This design comes from an exercise in tuning for small area and a short achievable clock period on the open sky130 flow, not from production work. Function not checked in this run: the RTL went through the layout flow alone. No activity file was given, so power comes from the tool's default toggle rates.

$ cat config.mk
export PLATFORM = sky130hd
export DESIGN_NAME = arm
export DESIGN_NICKNAME = arm
export VERILOG_FILES = /design/flow/design.v
export SDC_FILE = /design/flow/constraint.sdc
export NUM_CORES = 4
export LEC_CHECK = 0
export CAP_MARGIN = 20
export CORE_MARGIN = 2
export CORE_UTILIZATION = 40
export SETUP_SLACK_MARGIN = 0.5
export SLEW_MARGIN = 20
$ cat constraint.sdc
create_clock -name core_clock -period 16.0 [get_ports {clk}]
set_input_delay 3.2000 -clock core_clock [delete_from_list [all_inputs] [get_ports {clk}]]
set_output_delay 3.2000 -clock core_clock [all_outputs]
set_load 0.01 [all_outputs]
$ cat design.v
module arm (
    input  logic        clk, rst,
    input  logic [31:0] Instr,
    input  logic [31:0] ReadData,
    output logic [31:0] WriteData,
    output logic [31:0] PC, ALUResult,
    output logic        MemWrite
);
    logic [31:0] PCF, InstrD;
    logic        RegWriteE, MemtoRegE, MemWriteE, BranchE, ALUSrcE, FlagWE;
    logic        CondExE, BranchTakenE;
    logic [1:0]  ALUCtlE;
    logic [3:0]  RA1E, RA2E, WA3E;
    logic [31:0] RD1E, RD2E, ExtImmE;
    logic        selAM, selAW, selAP, selBM, selBW, selBP;    
    logic        RegWriteM, MemtoRegM, MemWriteM;
    logic [3:0]  WA3M;
    logic [31:0] ALUOutM, WriteDataM;
    logic        RegWriteW;
    logic [3:0]  WA3W;
    logic [31:0] ResultW;
    logic [31:0] rf [0:14];
    logic [14:0] rf_valid;
    assign PC        = PCF;
    assign ALUResult = ALUOutM;
    assign WriteData = WriteDataM;
    assign MemWrite  = MemWriteM;
    logic isDP, isADD, isSUB, isAND, isORR, isLDR, isSTR, isMEM, isB, isBT;
    assign isADD = (InstrD[27:26] == 2'b00) && (InstrD[24:21] == 4'b0100);
    assign isSUB = (InstrD[27:26] == 2'b00) && (InstrD[24:21] == 4'b0010);
    assign isAND = (InstrD[27:21] == 7'b0000000);
    assign isORR = (InstrD[27:21] == 7'b0001100);
    assign isLDR = (InstrD[27:20] == 8'b01011001);
    assign isSTR = (InstrD[27:20] == 8'b01011000);
    assign isMEM = isLDR | isSTR;
    assign isB   = (InstrD[27:24] == 4'b1010);
    assign isBT  = isB & CondExE;        
    assign isDP  = isADD | isSUB | isAND | isORR;
    logic        RegWriteD, ALUSrcD, FlagWD;
    logic [1:0]  ALUCtlD;
    logic [3:0]  RA1D, RA2D;
    logic [31:0] ExtImmD;
    assign RegWriteD = isDP | isLDR;
    assign ALUSrcD   = ((isADD | isSUB) & InstrD[25]) | isMEM | isBT;
    assign FlagWD    = isDP & InstrD[20];
    assign ALUCtlD   = {isAND | isORR, isSUB | isORR};
    assign RA1D      = isBT ? 4'd15 : InstrD[19:16];
    assign RA2D      = isMEM ? InstrD[15:12] : InstrD[3:0];
    always_comb begin
        if (isMEM)     ExtImmD = {20'b0, InstrD[11:0]};
        else if (isBT) ExtImmD = {{6{InstrD[23]}}, InstrD[23:0], 2'b00};
        else           ExtImmD = {{24{InstrD[7]}}, InstrD[7:0]};
    end
    logic ldrStallD, PCWrPendingF, StallF, FlushD, FlushE;
    assign ldrStallD    = ((RA1D == WA3E) ^ (RA2D == WA3E)) & MemtoRegE;
    assign PCWrPendingF = BranchE ? !CondExE : isBT;
    assign StallF       = ldrStallD ^ PCWrPendingF;
    assign FlushD       = PCWrPendingF | BranchTakenE;
    assign FlushE       = ldrStallD ^ BranchTakenE;
    logic [31:0] PCPlus4F, RD1D, RD2D;
    logic [3:0]  rn;
    logic byp1, byp2;
    assign PCPlus4F = PCF + 32'd4;
    assign rn   = InstrD[19:16];
    assign byp1 = RegWriteW && (WA3W == rn);
    assign byp2 = RegWriteW && (WA3W == RA2D);
    always_comb begin
        RD1D = isBT ? PCPlus4F : (byp1 ? ResultW : 32'b0);
        RD2D = byp2 ? ResultW : 32'b0;
        for (int i = 0; i < 15; i++) begin
            if (!isBT && !byp1 && rf_valid[i] && rn == i) RD1D = RD1D | rf[i];
            if (!byp2 && rf_valid[i] && RA2D == i)       RD2D = RD2D | rf[i];
        end
    end
    logic [31:0] SrcAE, SrcBE, WriteDataE;
    logic selAPc, selARd;
    assign selAPc = selAP & !BranchTakenE;
    assign selARd = !(selAM | selAW | selAPc);
    assign SrcAE = ({32{selAM}}  & ALUOutM) | ({32{selAW}}  & ResultW) |
                   ({32{selAPc}} & PCF)     | ({32{selARd}} & RD1E);
    assign WriteDataE = ({32{selBM}} & ALUOutM) | ({32{selBW}} & ResultW) |
                        ({32{selBP}} & PCF)     | ({32{!(selBM | selBW | selBP)}} & RD2E);
    assign SrcBE = ALUSrcE ? ExtImmE : WriteDataE;
    logic        sub;
    logic [31:0] bm, sum, logicRes, ALUResultE;
    logic        cout;
    logic [33:0] sum34;
    assign sub   = ALUCtlE[0];
    assign bm    = SrcBE ^ {32{sub}};
    assign sum34 = {1'b0, SrcAE, 1'b1} + {1'b0, bm, sub};
    assign sum   = sum34[32:1];
    assign cout  = sum34[33];
    assign logicRes   = ALUCtlE[0] ? (SrcAE | SrcBE) : (SrcAE & SrcBE);
    assign ALUResultE = ALUCtlE[1] ? logicRes : sum;
    logic [31:0] prop, need;
    logic zSum, zLog;
    assign prop = SrcAE ^ bm;
    assign need = {SrcAE[30:0] | bm[30:0], sub};
    assign zSum = &(~(prop ^ need));
    assign zLog = ~|logicRes;
    logic fN, fZ, fC, fV;
    assign fN = FlagWE & ALUResultE[31];
    assign fZ = FlagWE & (ALUCtlE[1] ? zLog : zSum);
    assign fC = FlagWE & ~ALUCtlE[1] & cout;
    assign fV = FlagWE & (ALUCtlE == 2'b00) & (SrcAE[31] == SrcBE[31]) & (SrcAE[31] ^ sum[31]);
    logic CondExD;
    always_comb begin
        case (InstrD[31:28])
            4'b0000: CondExD = fZ;
            4'b0001: CondExD = !fZ;
            4'b0010: CondExD = fC;
            4'b0011: CondExD = !fC;
            4'b0100: CondExD = fN;
            4'b0101: CondExD = !fN;
            4'b0110: CondExD = fV;
            4'b0111: CondExD = !fV;
            4'b1000: CondExD = !fZ && fC;
            4'b1001: CondExD = fZ || !fC;
            4'b1010: CondExD = !(fN ^ fV);
            4'b1011: CondExD = fN ^ fV;
            4'b1100: CondExD = !fZ && !(fN ^ fV);
            4'b1101: CondExD = fZ || (fN ^ fV);
            4'b1110: CondExD = 1'b1;
            default: CondExD = 1'b0;
        endcase
    end
    logic [31:0] PCPrime;
    assign PCPrime = BranchTakenE ? sum : PCPlus4F;
    logic [3:0] nRA1E, nRA2E, nWA3M;
    logic       nRWM, nAM, nAW, nBM, nBW;
    assign nRA1E = FlushE ? RA1E : RA1D;
    assign nRA2E = FlushE ? RA2E : RA2D;
    assign nWA3M = BranchTakenE ? WA3M : WA3E;
    assign nRWM  = BranchTakenE ? RegWriteM : (RegWriteE & CondExE);
    assign nAM   = nRWM & (nRA1E == nWA3M);
    assign nAW   = !nAM & RegWriteM & (nRA1E == WA3M);
    assign nBM   = nRWM & (nRA2E == nWA3M);
    assign nBW   = !nBM & RegWriteM & (nRA2E == WA3M);
    always_ff @(posedge clk) begin
        if (rst)          PCF <= 32'b0;
        else if (!StallF) PCF <= PCPrime;
        if (FlushD || rst)   InstrD <= 32'b0;
        else if (!ldrStallD) InstrD <= Instr;
        RA1E  <= nRA1E;
        RA2E  <= nRA2E;
        selAM <= nAM;
        selAW <= nAW;
        selAP <= !nAM & !nAW & (nRA1E == 4'd15);
        selBM <= nBM;
        selBW <= nBW;
        selBP <= !nBM & !nBW & (nRA2E == 4'd15);
        WA3E    <= InstrD[15:12];
        ExtImmE <= ExtImmD;
        if (!FlushE) begin
            RegWriteE    <= RegWriteD;
            MemtoRegE    <= isLDR;
            MemWriteE    <= isSTR;
            ALUCtlE      <= ALUCtlD;
            BranchE      <= isBT;
            ALUSrcE      <= ALUSrcD;
            FlagWE       <= FlagWD;
            CondExE      <= CondExD;
            BranchTakenE <= isBT & CondExD;
            RD1E         <= RD1D;
            RD2E         <= RD2D;
        end else begin
            RegWriteE    <= 1'b0;
            MemtoRegE    <= 1'b0;
            MemWriteE    <= 1'b0;
            ALUCtlE      <= 2'b0;
            BranchE      <= 1'b0;
            ALUSrcE      <= 1'b0;
            FlagWE       <= 1'b0;
            CondExE      <= 1'b0;
            BranchTakenE <= 1'b0;
            RD1E         <= 32'b0;
            RD2E         <= 32'b0;
        end
        if (!BranchTakenE) begin
            RegWriteM  <= RegWriteE & CondExE;
            MemtoRegM  <= MemtoRegE;
            MemWriteM  <= MemWriteE & CondExE;
            WriteDataM <= WriteDataE;
            ALUOutM    <= ALUResultE;
            WA3M       <= WA3E;
        end
        RegWriteW <= RegWriteM;
        WA3W      <= WA3M;
        ResultW   <= MemtoRegM ? ReadData : ALUOutM;
        for (int i = 0; i < 15; i++)
            if (RegWriteW && WA3W == i) rf[i] <= ResultW;
        if (rst) rf_valid <= 15'b0;
        else     rf_valid <= rf_valid | ({14'b0, RegWriteW} << WA3W);
    end
endmodule
$ cat run.sh
#!/bin/bash
# synth_recipe.tcl (not shown) runs the flow's synth.tcl, then flattens the netlist and writes it again
# the make line also repeats each setting of config.mk as NAME=value (left out here)
make -C /OpenROAD-flow-scripts/flow DESIGN_CONFIG=/design/flow/config.mk WORK_HOME=/design/flow/orfs CLKGATE_MAP_FILE= SYNTH_SCRIPT=/design/flow/synth_recipe.tcl finish
==> run summary <==
-- synth_stat cells, drive strengths merged (55+ instances only) --
cell type and n:
nand3 95, ha 66, xnor2 82, xor2 55
buf 71, and3 67, a21oi 119, dfxtp 239
nor2 176, clkbuf 229, a221oi 122, a31oi 90
nand2 306, o21ai 136, a222oi 89, a22o 136
inv 116, a22oi 229, edfxtp 546
-- cell families after synthesis --
family	after synthesis	share of synthesized area [%]
compound gates	1135	22.03
simple gates	924	11.97
flops	785	54.69
buf+inv	417	4.216
xor+xnor	137	3.098
fa+ha+maj	83	2.572
mux	50	1.428
-- final timing paths --
path                                      to  cells after the start        from
worst max-delay path            BranchTakenE                     16       selBM
worst min-delay path                 WA3E[2]                      0  InstrD[14]
worst max register to register  BranchTakenE                     16       selBM
worst min register to register       WA3E[2]                      0  InstrD[14]
-- critical path, stage by stage, from the launching register on --
cell      delay [ns]
dfxtp_2         0.31
buf_4           0.26
nor3_2          0.98
nand2_1         0.21
a41oi_1         0.42
xnor2_1         0.14
ha_1            0.50
nand4_1         0.20
or3_1           0.38
nor4_1          0.37
a21boi_0        0.82
nor2_1          0.16
a41oi_1         0.30
a311oi_1        0.14
a311o_1         0.35
o21ai_1         0.14
o32ai_1         0.08
-- cell type report --
cell class	count	area, um2	share of cell area (%)
Antenna cell	1	2.502	0.005611
Sequential cell	785	21190	47.51
Multi-Input combinational cell	2329	16180	36.28
Tap cell	1276	1597	3.580
Clock buffer	111	2352	5.274
Clock inverter	45	543.0	1.218
Inverter	117	441.7	0.9903
Timing Repair Buffer	252	2292	5.139
-- flip-flops by register name, summed over array words and instances, names as in the netlist, 4 cells and up --
name / flops
InstrD: 32
ExtImmE: 26
rf: 480
ResultW: 32
RA2E: 4
WriteDataM: 32
PCF: 32
rf_valid: 15
WA3E: 4
RA1E: 4
ALUOutM: 32
WA3M: 4
RD1E: 32
WA3W: 4
RD2E: 32
-- layer usage --
layer / up-vias / share of wire [%] / global-route usage [%]
li1: 13890 / - / -
met1: 16130 / 37 / 40.48
met2: 2745 / 42 / 45.50
met3: 501 / 14 / 8.861
met4: 4 / 6.4 / 17.59
met5: - / 0.019 / 0
-- per-stage QoR --
stage	power, mW	hold WS [ns]	utilization [%]	area, um2
after floorplan	2.612	0.3290	-	38730
after global routing	4.978	0.4378	46.32	44600
after CTS	4.852	0.4155	46.32	44590
final	4.860	0.4192	46.32	44600
after detailed placement	2.856	0.4063	43.31	41700
after global placement	2.857	0.3955	43.31	41700
-- where the power goes --
part | internal [mW] | leakage [nW] | switching, mW
registers | 2.28 | 7.17 | 0.165
logic | 0.152 | 6.50 | 0.239
clock network | 1.15 | 1.40 | 0.876
total | 3.58 | 15.1 | 1.28
==> impl_metrics.py <==
metrics = {
    "outcome": {
        "outcome": "no timing/DRC/antenna violations",
    },
    "routing": {
        "vias": 33270,
        "drcViolationCount": 0,
        "ant_nets": 0,
        "wl_mm": 158.7,
        "first_iter_violations": 6103,
        "wire_per_inst_um": 32.28,
        "first_pass_iters": 13,
        "via_per_inst": 6.767,
    },
    "yosys": {
        "yosys-top-cells-area": "edfxtp_1, dfxtp_1, a22oi_1",
        "ys.flop_type": "edfxtp_1",
        "synth_top_area_share_pct": 42.34,
        "synth_cell_types": 95,
        "netlist_area_um2": 38730,
        "synth_edf_count": 546,
        "syn_inst": 3531,
        "yosysSeqAreaShare_pct": 54.69,
        "ys_ff_latch": 785,
        "synth_fp_nets": 3663,
        "avgSynthCellArea_um2": 10.97,
        "async_reset_ff_share_pct": 0,
        "yosysWarnings": 2,
        "yosys.area.top_type": "edfxtp_1",
    },
    "floorplan": {
        "core_um2": 96280,
        "die_w_um": 315.2,
        "die_area_um2": 99330,
        "initial_core_util_pct": 40.22,
        "pin_count": 163,
        "num_rows": 114,
        "die_y_um": 315.2,
    },
    "sta": {
        "fin_skew_ns": 0.04284,
        "min_period_ns": 5.937,
        "fmaxAchievable_mhz": 168.4,
        "setup_slack_ns": 10.06,
        "tightest_slew_ns": 1.145,
        "setup_viol": 0,
        "drv_slew": 0,
        "layout_worst_path_cycle_share_pct": 37.11,
        "rsz0062_at_grt": "no",
        "finalHoldViolCount": 0,
        "slew_headroom_pct": 23.26,
        "tns_ns": 0,
    },
    "place": {
        "hpwl_mm": 98.21,
        "placed_cells": 4759,
        "pre_cts_ws_ns": 10.24,
        "gp_congestion": 1.008,
        "portBuffers": 162,
    },
    "setup_path": {
        "crit_path_end_kind": "register",
        "path_class": "register to register",
        "critical_path.max_fanout": 51,
        "cp.arrival_ns": 6.46,
        "cp.required_ns": 16.53,
        "start_kind": "register",
        "rrSetupSlack_ns": 10.06,
    },
    "min_path": {
        "worst_hold_path_type": "register to register",
    },
    "clocking": {
        "path_clk_slew_ns": 0.06,
        "clockBufferDepth": 3,
        "cts_max_level": 3,
        "cts_tree": "built",
        "cts_resized": 0,
        "cts_buffers": 83,
        "cts_setup_buffers": 0,
        "hold_buffers": 0,
        "cts-root-buf": "clkbuf_16",
        "clock_sinks": 785,
        "clk_latency_ns": 0.69,
    },
    "flow_run": {
        "max_cap_viol_count": 0,
    },
    "layout": {
        "layout.cells.most_common_list": "edfxtp_1, nand2_1, dfxtp_1",
        "finalNetCount": 3700,
        "fillers": 8665,
        "area_growth_pct": 15.16,
        "instances_no_fill": 4916,
        "drive_above_1_share_pct": 10.33,
        "final_common_cell": "edfxtp_1",
    },
    "global_route": {
        "grt_util_all_layers_pct": 30.85,
        "grt-ovfl-total": 0,
        "grt_antenna_before_repair": 7,
        "grt_pass1_vias": 31020,
        "grt_pass1_wl_mm": 222.0,
        "grt_max_degree": 76,
    },
    "power": {
        "powerDensity_nw_per_um2": 109.0,
        "ir_worst_vdd_v": 0.00007451,
        "p_leak_nw": 15.06,
    },
}

[separate check: timing with driven ports]
No port has a modelled driver above. Below, the same layout with a new extraction and two added sets of constraints.
Step 1 (the two cells are an assumption about what drives the block):
set clk [get_ports {clk}]
set_driving_cell -lib_cell sky130_fd_sc_hd__clkbuf_16 $clk
set_driving_cell -lib_cell sky130_fd_sc_hd__buf_2 [delete_from_list [all_inputs] $clk]
Step 2 adds t to the input delays and takes it off the output delays; t is the mean of the earliest and latest rising clock arrival at the registers after step 1. Input paths then give back, and output paths get back, about the clock's delay inside the block.
Slacks: no drivers / after step 1 / after step 2; pairs: no drivers / after step 1.
shift t [ns]: 0.732
setup WS [ns]: 10.063 / 10.063 / 10.063
worst setup path at the end: register to register
clock arrival spread, ns: 0.050 / 0.050
worst register clock-pin slew, ns: 0.07 / 0.07
After both steps this run still meets setup and hold. The setup slack of this run moves by 0.000 ns with the drivers and by 0.000 ns with both steps.
